This is an optimization exercise on Yosys and OpenROAD, whose aim is small area, not a production implementation. Function was checked by simulation only, so behaviour that the tests miss may differ from the original. Power and IR drop assume default switching activity.

==> inputs of 07-02 <==
==> flow/design.v <==
`timescale 1ns / 1ps
module lab4_2(
	input [3:0] userID,
	input CLK,
	input RST,
	input team,
	input [1:0] mode,
	output [7:0] numPlyLP,
	output [7:0] numPlyCF,
	output reg teamWng,
	output capWngLP,
	output capWngCF,
	output reg findRes,
	output reg [3:0] listOut,
	output reg listMode
    );
	reg [2:0] lp [0:4];
	reg [3:0] cf [0:4];
	reg [2:0] cntLP;
	reg [2:0] cntCF;
	wire m_out  = (mode == 2'd0);
	wire m_in   = (mode == 2'd1);
	wire m_find = (mode == 2'd2);
	wire m_list = (mode == 2'd3);
	wire uid_ok = |userID;
	wire tmatch = (team == userID[3]);
	wire [4:0] lpv, cfv, mlp, mcf;
	genvar i;
	generate
		for (i = 0; i < 5; i = i + 1) begin : g_slot
			assign lpv[i] = |lp[i];
			assign cfv[i] = cf[i][3];
			assign mlp[i] = ({1'b0, lp[i]} == userID);
			assign mcf[i] = (cf[i] == userID);
		end
	endgenerate
	wire anymatch = |{mlp, mcf};
	wire [4:0] ffl = {lpv[3:0] == 4'hf & ~lpv[4], lpv[2:0] == 3'h7 & ~lpv[3],
	                  lpv[1:0] == 2'h3 & ~lpv[2], lpv[0] & ~lpv[1], ~lpv[0]};
	wire [4:0] ffc = {cfv[3:0] == 4'hf & ~cfv[4], cfv[2:0] == 3'h7 & ~cfv[3],
	                  cfv[1:0] == 2'h3 & ~cfv[2], cfv[0] & ~cfv[1], ~cfv[0]};
	wire add_lp = m_in & ~team & ~userID[3] & ~anymatch;
	wire add_cf = m_in & team & userID[3] & ~anymatch;
	wire del_lp = m_out & ~team;
	wire del_cf = m_out & team;
	wire keep = m_out & tmatch & uid_ok & ~anymatch;
	integer k;
	always @(posedge CLK) begin
		for (k = 0; k < 5; k = k + 1) begin
			if (RST || (del_lp && mlp[k]))
				lp[k] <= 3'd0;
			else if (add_lp && ffl[k])
				lp[k] <= userID[2:0];
			if (RST || (del_cf && mcf[k]))
				cf[k] <= 4'd0;
			else if (add_cf && ffc[k])
				cf[k] <= userID;
		end
	end
	always @(posedge CLK) begin
		if (RST) begin
			teamWng <= 1'b0;
			findRes <= 1'b0;
			listMode <= 1'b0;
			cntLP <= 3'd0;
			cntCF <= 3'd0;
			listOut <= 4'd0;
		end else begin
			teamWng <= (keep & teamWng) | (m_in & uid_ok & ~tmatch);
			findRes <= (keep & findRes) | (m_find & anymatch);
			listMode <= (keep & listMode) | m_list;
			if (m_list) begin
				if (team) begin
					listOut <= cf[cntCF];
					cntCF <= (cntCF == 3'd4) ? 3'd0 : cntCF + 3'd1;
				end else begin
					listOut <= {1'b0, lp[cntLP]};
					cntLP <= (cntLP == 3'd4) ? 3'd0 : cntLP + 3'd1;
				end
			end else begin
				cntLP <= 3'd0;
				cntCF <= 3'd0;
			end
		end
	end
	wire [2:0] nlp = lpv[0] + lpv[1] + lpv[2] + lpv[3] + lpv[4];
	wire [2:0] ncf = cfv[0] + cfv[1] + cfv[2] + cfv[3] + cfv[4];
	assign numPlyLP = {5'd0, nlp};
	assign numPlyCF = {5'd0, ncf};
	assign capWngLP = ~|lpv | &lpv;
	assign capWngCF = ~|cfv | &cfv;
endmodule
==> flow/run.sh <==
#!/bin/bash
# synth_recipe.tcl (not shown) runs the flow's synth.tcl, then flattens the netlist and writes it again
# the make line also repeats each setting of config.mk as NAME=value (left out here)
make -C /OpenROAD-flow-scripts/flow DESIGN_CONFIG=/design/flow/config.mk WORK_HOME=/design/flow/orfs CLKGATE_MAP_FILE= SYNTH_SCRIPT=/design/flow/synth_recipe.tcl finish
==> flow/config.mk <==
export PLATFORM = sky130hd
export DESIGN_NAME = lab4_2
export DESIGN_NICKNAME = lab4_2
export VERILOG_FILES = /design/flow/design.v
export SDC_FILE = /design/flow/constraint.sdc
export NUM_CORES = 4
export LEC_CHECK = 0
export CAP_MARGIN = 20
export CORE_MARGIN = 2
export CORE_UTILIZATION = 40
export SLEW_MARGIN = 20
==> flow/constraint.sdc <==
create_clock -name core_clock -period 10.0 [get_ports {CLK}]
set_input_delay 2.0000 -clock core_clock [delete_from_list [all_inputs] [get_ports {CLK}]]
set_output_delay 2.0000 -clock core_clock [all_outputs]
set_load 0.01 [all_outputs]
==> inputs of 07-27, as changes to 07-02 <==
==> flow/design.v, changed modules only <==
module lab4_2(
	input [3:0] userID,
	input CLK,
	input RST,
	input team,
	input [1:0] mode,
	output [7:0] numPlyLP,
	output [7:0] numPlyCF,
	output reg teamWng,
	output capWngLP,
	output capWngCF,
	output reg findRes,
	output reg [3:0] listOut,
	output reg listMode
    );
	reg [2:0] lp [0:4];
	reg [3:0] cf [0:4];
	reg [2:0] cntLP;
	reg [2:0] cntCF;
	wire m_out  = (mode == 2'd0);
	wire m_in   = (mode == 2'd1);
	wire m_find = (mode == 2'd2);
	wire m_list = (mode == 2'd3);
	wire uid_ok = |userID;
	wire tmatch = (team == userID[3]);
	wire [4:0] lpv, cfv, mlp, mcf;
	genvar i;
	generate
		for (i = 0; i < 5; i = i + 1) begin : g_slot
			assign lpv[i] = |lp[i];
			assign cfv[i] = cf[i][3];
			assign mlp[i] = ({1'b0, lp[i]} == userID);
			assign mcf[i] = (cf[i] == userID);
		end
	endgenerate
	wire anymatch = |{mlp, mcf};
	wire [4:0] ffl = {lpv[3:0] == 4'hf & ~lpv[4], lpv[2:0] == 3'h7 & ~lpv[3],
	                  lpv[1:0] == 2'h3 & ~lpv[2], lpv[0] & ~lpv[1], ~lpv[0]};
	wire [4:0] ffc = {cfv[3:0] == 4'hf & ~cfv[4], cfv[2:0] == 3'h7 & ~cfv[3],
	                  cfv[1:0] == 2'h3 & ~cfv[2], cfv[0] & ~cfv[1], ~cfv[0]};
	wire add_lp = m_in & ~team & ~userID[3] & ~anymatch;
	wire add_cf = m_in & team & userID[3] & ~anymatch;
	wire del_lp = m_out & ~team;
	wire del_cf = m_out & team;
	wire keep = m_out & tmatch & uid_ok & ~anymatch;
	wire [2:0] dlp = userID[2:0] & {3{add_lp & ~RST}};
	wire [3:0] dcf = userID & {4{add_cf & ~RST}};
	wire [4:0] wlp = {5{RST}} | (mlp & {5{del_lp}}) | (ffl & {5{add_lp}});
	wire [4:0] wcf = {5{RST}} | (mcf & {5{del_cf}}) | (ffc & {5{add_cf}});
	integer k;
	always @(posedge CLK) begin
		for (k = 0; k < 5; k = k + 1) begin
			if (wlp[k])
				lp[k] <= dlp;
			if (wcf[k])
				cf[k] <= dcf;
		end
	end
	function [2:0] nxt;
		input [2:0] c;
		nxt = {c[1] & c[0], c[0], ~c[2]};
	endfunction
	function [3:0] pick;
		input [2:0] c;
		input [3:0] s0, s1, s2, s3, s4;
		case (c)
			3'b001: pick = s1;
			3'b011: pick = s2;
			3'b111: pick = s3;
			3'b110: pick = s4;
			default: pick = s0;
		endcase
	endfunction
	always @(posedge CLK) begin
		if (RST) begin
			teamWng <= 1'b0;
			findRes <= 1'b0;
			listMode <= 1'b0;
			cntLP <= 3'd0;
			cntCF <= 3'd0;
			listOut <= 4'd0;
		end else begin
			teamWng <= (keep & teamWng) | (m_in & uid_ok & ~tmatch);
			findRes <= (keep & findRes) | (m_find & anymatch);
			listMode <= (keep & listMode) | m_list;
			if (m_list) begin
				if (team) begin
					listOut <= pick(cntCF, cf[0], cf[1], cf[2], cf[3], cf[4]);
					cntCF <= nxt(cntCF);
				end else begin
					listOut <= pick(cntLP, {1'b0, lp[0]}, {1'b0, lp[1]}, {1'b0, lp[2]}, {1'b0, lp[3]}, {1'b0, lp[4]});
					cntLP <= nxt(cntLP);
				end
			end else begin
				cntLP <= 3'd0;
				cntCF <= 3'd0;
			end
		end
	end
	wire [2:0] nlp = lpv[0] + lpv[1] + lpv[2] + lpv[3] + lpv[4];
	wire [2:0] ncf = cfv[0] + cfv[1] + cfv[2] + cfv[3] + cfv[4];
	assign numPlyLP = {5'd0, nlp};
	assign numPlyCF = {5'd0, ncf};
	assign capWngLP = ~|lpv | &lpv;
	assign capWngCF = ~|cfv | &cfv;
endmodule
CTS_BUF_LIST = sky130_fd_sc_hd__clkbuf_8   (was unset)
CTS_CLUSTER_DIAMETER = 200   (was unset)
CTS_CLUSTER_SIZE = 50   (was unset)
==> inputs of 01-07, as changes to 07-02 <==
==> flow/design.v, changed modules only <==
module lab4_2(
	input [3:0] userID,
	input CLK,
	input RST,
	input team,
	input [1:0] mode,
	output [7:0] numPlyLP,
	output [7:0] numPlyCF,
	output reg teamWng,
	output capWngLP,
	output capWngCF,
	output reg findRes,
	output reg [3:0] listOut,
	output reg listMode
    );
	reg [2:0] lp [0:4];
	reg [3:0] cf [0:4];
	reg [2:0] cntLP;
	reg [2:0] cntCF;
	wire m_out  = (mode == 2'd0);
	wire m_in   = (mode == 2'd1);
	wire m_find = (mode == 2'd2);
	wire m_list = (mode == 2'd3);
	wire uid_ok = |userID;
	wire tmatch = (team == userID[3]);
	wire [4:0] lpv, cfv, mlp, mcf;
	genvar i;
	generate
		for (i = 0; i < 5; i = i + 1) begin : g_slot
			assign lpv[i] = |lp[i];
			assign cfv[i] = cf[i][3];
			assign mlp[i] = ({1'b0, lp[i]} == userID);
			assign mcf[i] = (cf[i] == userID);
		end
	endgenerate
	wire anymatch = |{mlp, mcf};
	wire [4:0] ffl = {lpv[3:0] == 4'hf & ~lpv[4], lpv[2:0] == 3'h7 & ~lpv[3],
	                  lpv[1:0] == 2'h3 & ~lpv[2], lpv[0] & ~lpv[1], ~lpv[0]};
	wire [4:0] ffc = {cfv[3:0] == 4'hf & ~cfv[4], cfv[2:0] == 3'h7 & ~cfv[3],
	                  cfv[1:0] == 2'h3 & ~cfv[2], cfv[0] & ~cfv[1], ~cfv[0]};
	wire add_lp = m_in & ~team & ~userID[3] & ~anymatch;
	wire add_cf = m_in & team & userID[3] & ~anymatch;
	wire del_lp = m_out & ~team;
	wire del_cf = m_out & team;
	wire keep = m_out & tmatch & uid_ok & ~anymatch;
	wire [2:0] dlp = userID[2:0] & {3{add_lp & ~RST}};
	wire [3:0] dcf = userID & {4{add_cf & ~RST}};
	wire [4:0] wlp = {5{RST}} | (mlp & {5{del_lp}}) | (ffl & {5{add_lp}});
	wire [4:0] wcf = {5{RST}} | (mcf & {5{del_cf}}) | (ffc & {5{add_cf}});
	integer k;
	always @(posedge CLK) begin
		for (k = 0; k < 5; k = k + 1) begin
			if (wlp[k])
				lp[k] <= dlp;
			if (wcf[k])
				cf[k] <= dcf;
		end
	end
	function [2:0] nxt;
		input [2:0] c;
		nxt = {c[1] & c[0], c[0], ~c[2]};
	endfunction
	function [3:0] pick;
		input [2:0] c;
		input [3:0] s0, s1, s2, s3, s4;
		case (c)
			3'b001: pick = s1;
			3'b011: pick = s2;
			3'b111: pick = s3;
			3'b110: pick = s4;
			default: pick = s0;
		endcase
	endfunction
	always @(posedge CLK) begin
		if (RST) begin
			teamWng <= 1'b0;
			findRes <= 1'b0;
			listMode <= 1'b0;
			cntLP <= 3'd0;
			cntCF <= 3'd0;
			listOut <= 4'd0;
		end else begin
			teamWng <= (keep & teamWng) | (m_in & uid_ok & ~tmatch);
			findRes <= (keep & findRes) | (m_find & anymatch);
			listMode <= (keep & listMode) | m_list;
			if (m_list) begin
				if (team) begin
					listOut <= pick(cntCF, cf[0], cf[1], cf[2], cf[3], cf[4]);
					cntCF <= nxt(cntCF);
				end else begin
					listOut <= pick(cntLP, {1'b0, lp[0]}, {1'b0, lp[1]}, {1'b0, lp[2]}, {1'b0, lp[3]}, {1'b0, lp[4]});
					cntLP <= nxt(cntLP);
				end
			end else begin
				cntLP <= 3'd0;
				cntCF <= 3'd0;
			end
		end
	end
	wire [2:0] nlp = lpv[0] + lpv[1] + lpv[2] + lpv[3] + lpv[4];
	wire [2:0] ncf = cfv[0] + cfv[1] + cfv[2] + cfv[3] + cfv[4];
	assign numPlyLP = {5'd0, nlp};
	assign numPlyCF = {5'd0, ncf};
	assign capWngLP = ~|lpv | &lpv;
	assign capWngCF = ~|cfv | &cfv;
endmodule
==> flow/flow/run.sh (new file) <==
#!/bin/bash
# Layout flow: the standard flow, with two changes:
#  - synthesis maps with an area-oriented ABC script (flow/area.abc) and
#    without full/half-adder extraction; registers are unchanged;
#  - port buffers use the smallest buffer, sky130_fd_sc_hd__buf_1.
set -euo pipefail
W=$(pwd)
cat flow/abc_wrap.tcl synth_recipe.tcl > area_synth.tcl
export AREA_ABC_SCRIPT=$W/flow/area.abc
export BUFFER_PORTS_ARGS="-buffer_cell sky130_fd_sc_hd__buf_1"
export CTS_ARGS="-sink_clustering_enable -repair_clock_nets -dont_use_dummy_load -sink_clustering_size 50 -sink_clustering_max_diameter 500 -buf_list sky130_fd_sc_hd__clkbuf_8"
bash standard.sh SYNTH_SCRIPT=$W/area_synth.tcl ADDER_MAP_FILE= finish > flow.log 2>&1
==> flow/flow/abc_wrap.tcl (new file) <==
# Run ABC with the area script in flow/area.abc instead of ORFS's speed script.
proc abc {args} {
  set i [lsearch -exact $args -script]
  if {$i >= 0} {
    set args [lreplace $args $i [expr {$i + 1}] -script $::env(AREA_ABC_SCRIPT)]
  }
  yosys abc {*}$args
}
==> flow/flow/area.abc (new file) <==
strash; dc2; dch -f; amap; topo
==> flow/standard.sh (new file) <==
#!/bin/bash
# synth_recipe.tcl (not shown) runs the flow's synth.tcl, then flattens the netlist and writes it again
# the make line also repeats each setting of config.mk as NAME=value (left out here)
make -C /OpenROAD-flow-scripts/flow DESIGN_CONFIG=/design/flow/config.mk WORK_HOME=/design/flow/orfs CLKGATE_MAP_FILE= SYNTH_SCRIPT=/design/flow/synth_recipe.tcl "${@:-finish}"
CORE_UTILIZATION = 45   (was 40)
removed: flow/run.sh
==> qor summary <==
| metric | 07-02 | 01-07 | 07-27 |
|---|---|---|---|
| Clock network contribution to total cell area | 2.57% | 2.38% | 2.77% |
| DRC violation total after the first TritonRoute iteration | 168 | 250 | 161 |
| Worst-case hold path end point | listOut[3] | listMode | listOut[2] |
| Outcome | complete, no violations | complete, no violations | complete, no violations |
| Starting density of the core | 41.5% | 45.9% | 41.8% |
| Post-synthesis share of cell area spent on full adders, half adders and majority gates | 9.13% | 0% | 5.44% |
| Syn Inst Count | 383 | 307 | 300 |
| Core Area | 7730 µm² | 5850 µm² | 7370 µm² |
| Worst r2r path cells | 6 | 11 | 5 |
| TritonRoute pass-1 iters | 4 | 5 | 4 |
| Comb group | 49.2 µW | 58.1 µW | 78.1 µW |
| Vias in the first global route | 2,479 | 2,150 | 2,240 |
| Layout clock buffer count | 8 | 5 | 5 |
| # fillers | 772 | 561 | 713 |
| Inserted tap cell count | 102 | 75 | 99 |
| Worst-path cell with the longest stage delay | sky130_fd_sc_hd__nor3_1 | sky130_fd_sc_hd__clkinv_1 | sky130_fd_sc_hd__fa_1 |
| Sequential cell area share | 27.4% | 45.4% | 38.8% |
| Fin worst setup slack | 5.11 ns | 4.70 ns | 4.91 ns |

what the ideal ports hide:
The results above use ideal ports. As a check the final layouts listed here were re-extracted and re-timed, cells and wires unchanged.
Step 1 sets driving cells, clkbuf_16 on the clock port and buf_2 on the other inputs (assumed; they add their load-dependent delay and slew).
Step 2 times the ports against the registers' clock, not the clock port: input delays grow and output delays shrink by t, the midpoint of the rising clock arrivals with the driver on.
Three values: ideal, step 1, step 2; two values: the first two.
run | shift t [ns] | setup slack, ns | hold WS [ns] | worst slew at a driven data input, ns | cell pins on the clock port's net
07-02 | 0.330 | 5.108 / 5.078 / 5.038 | 0.467 / 0.467 / 0.467 | 0.03 | 1
07-27 | 0.333 | 4.912 / 4.881 / 4.705 | 0.485 / 0.485 / 0.485 | 0.04 | 1
01-07 | 0.326 | 4.699 / 4.690 / 4.364 | 0.477 / 0.477 / 0.477 | 0.04 | 1
After both steps every run listed still meets setup and hold. The setup slack of 01-07, which loses most, moves by -0.009 ns with the drivers and by -0.335 ns with both steps.
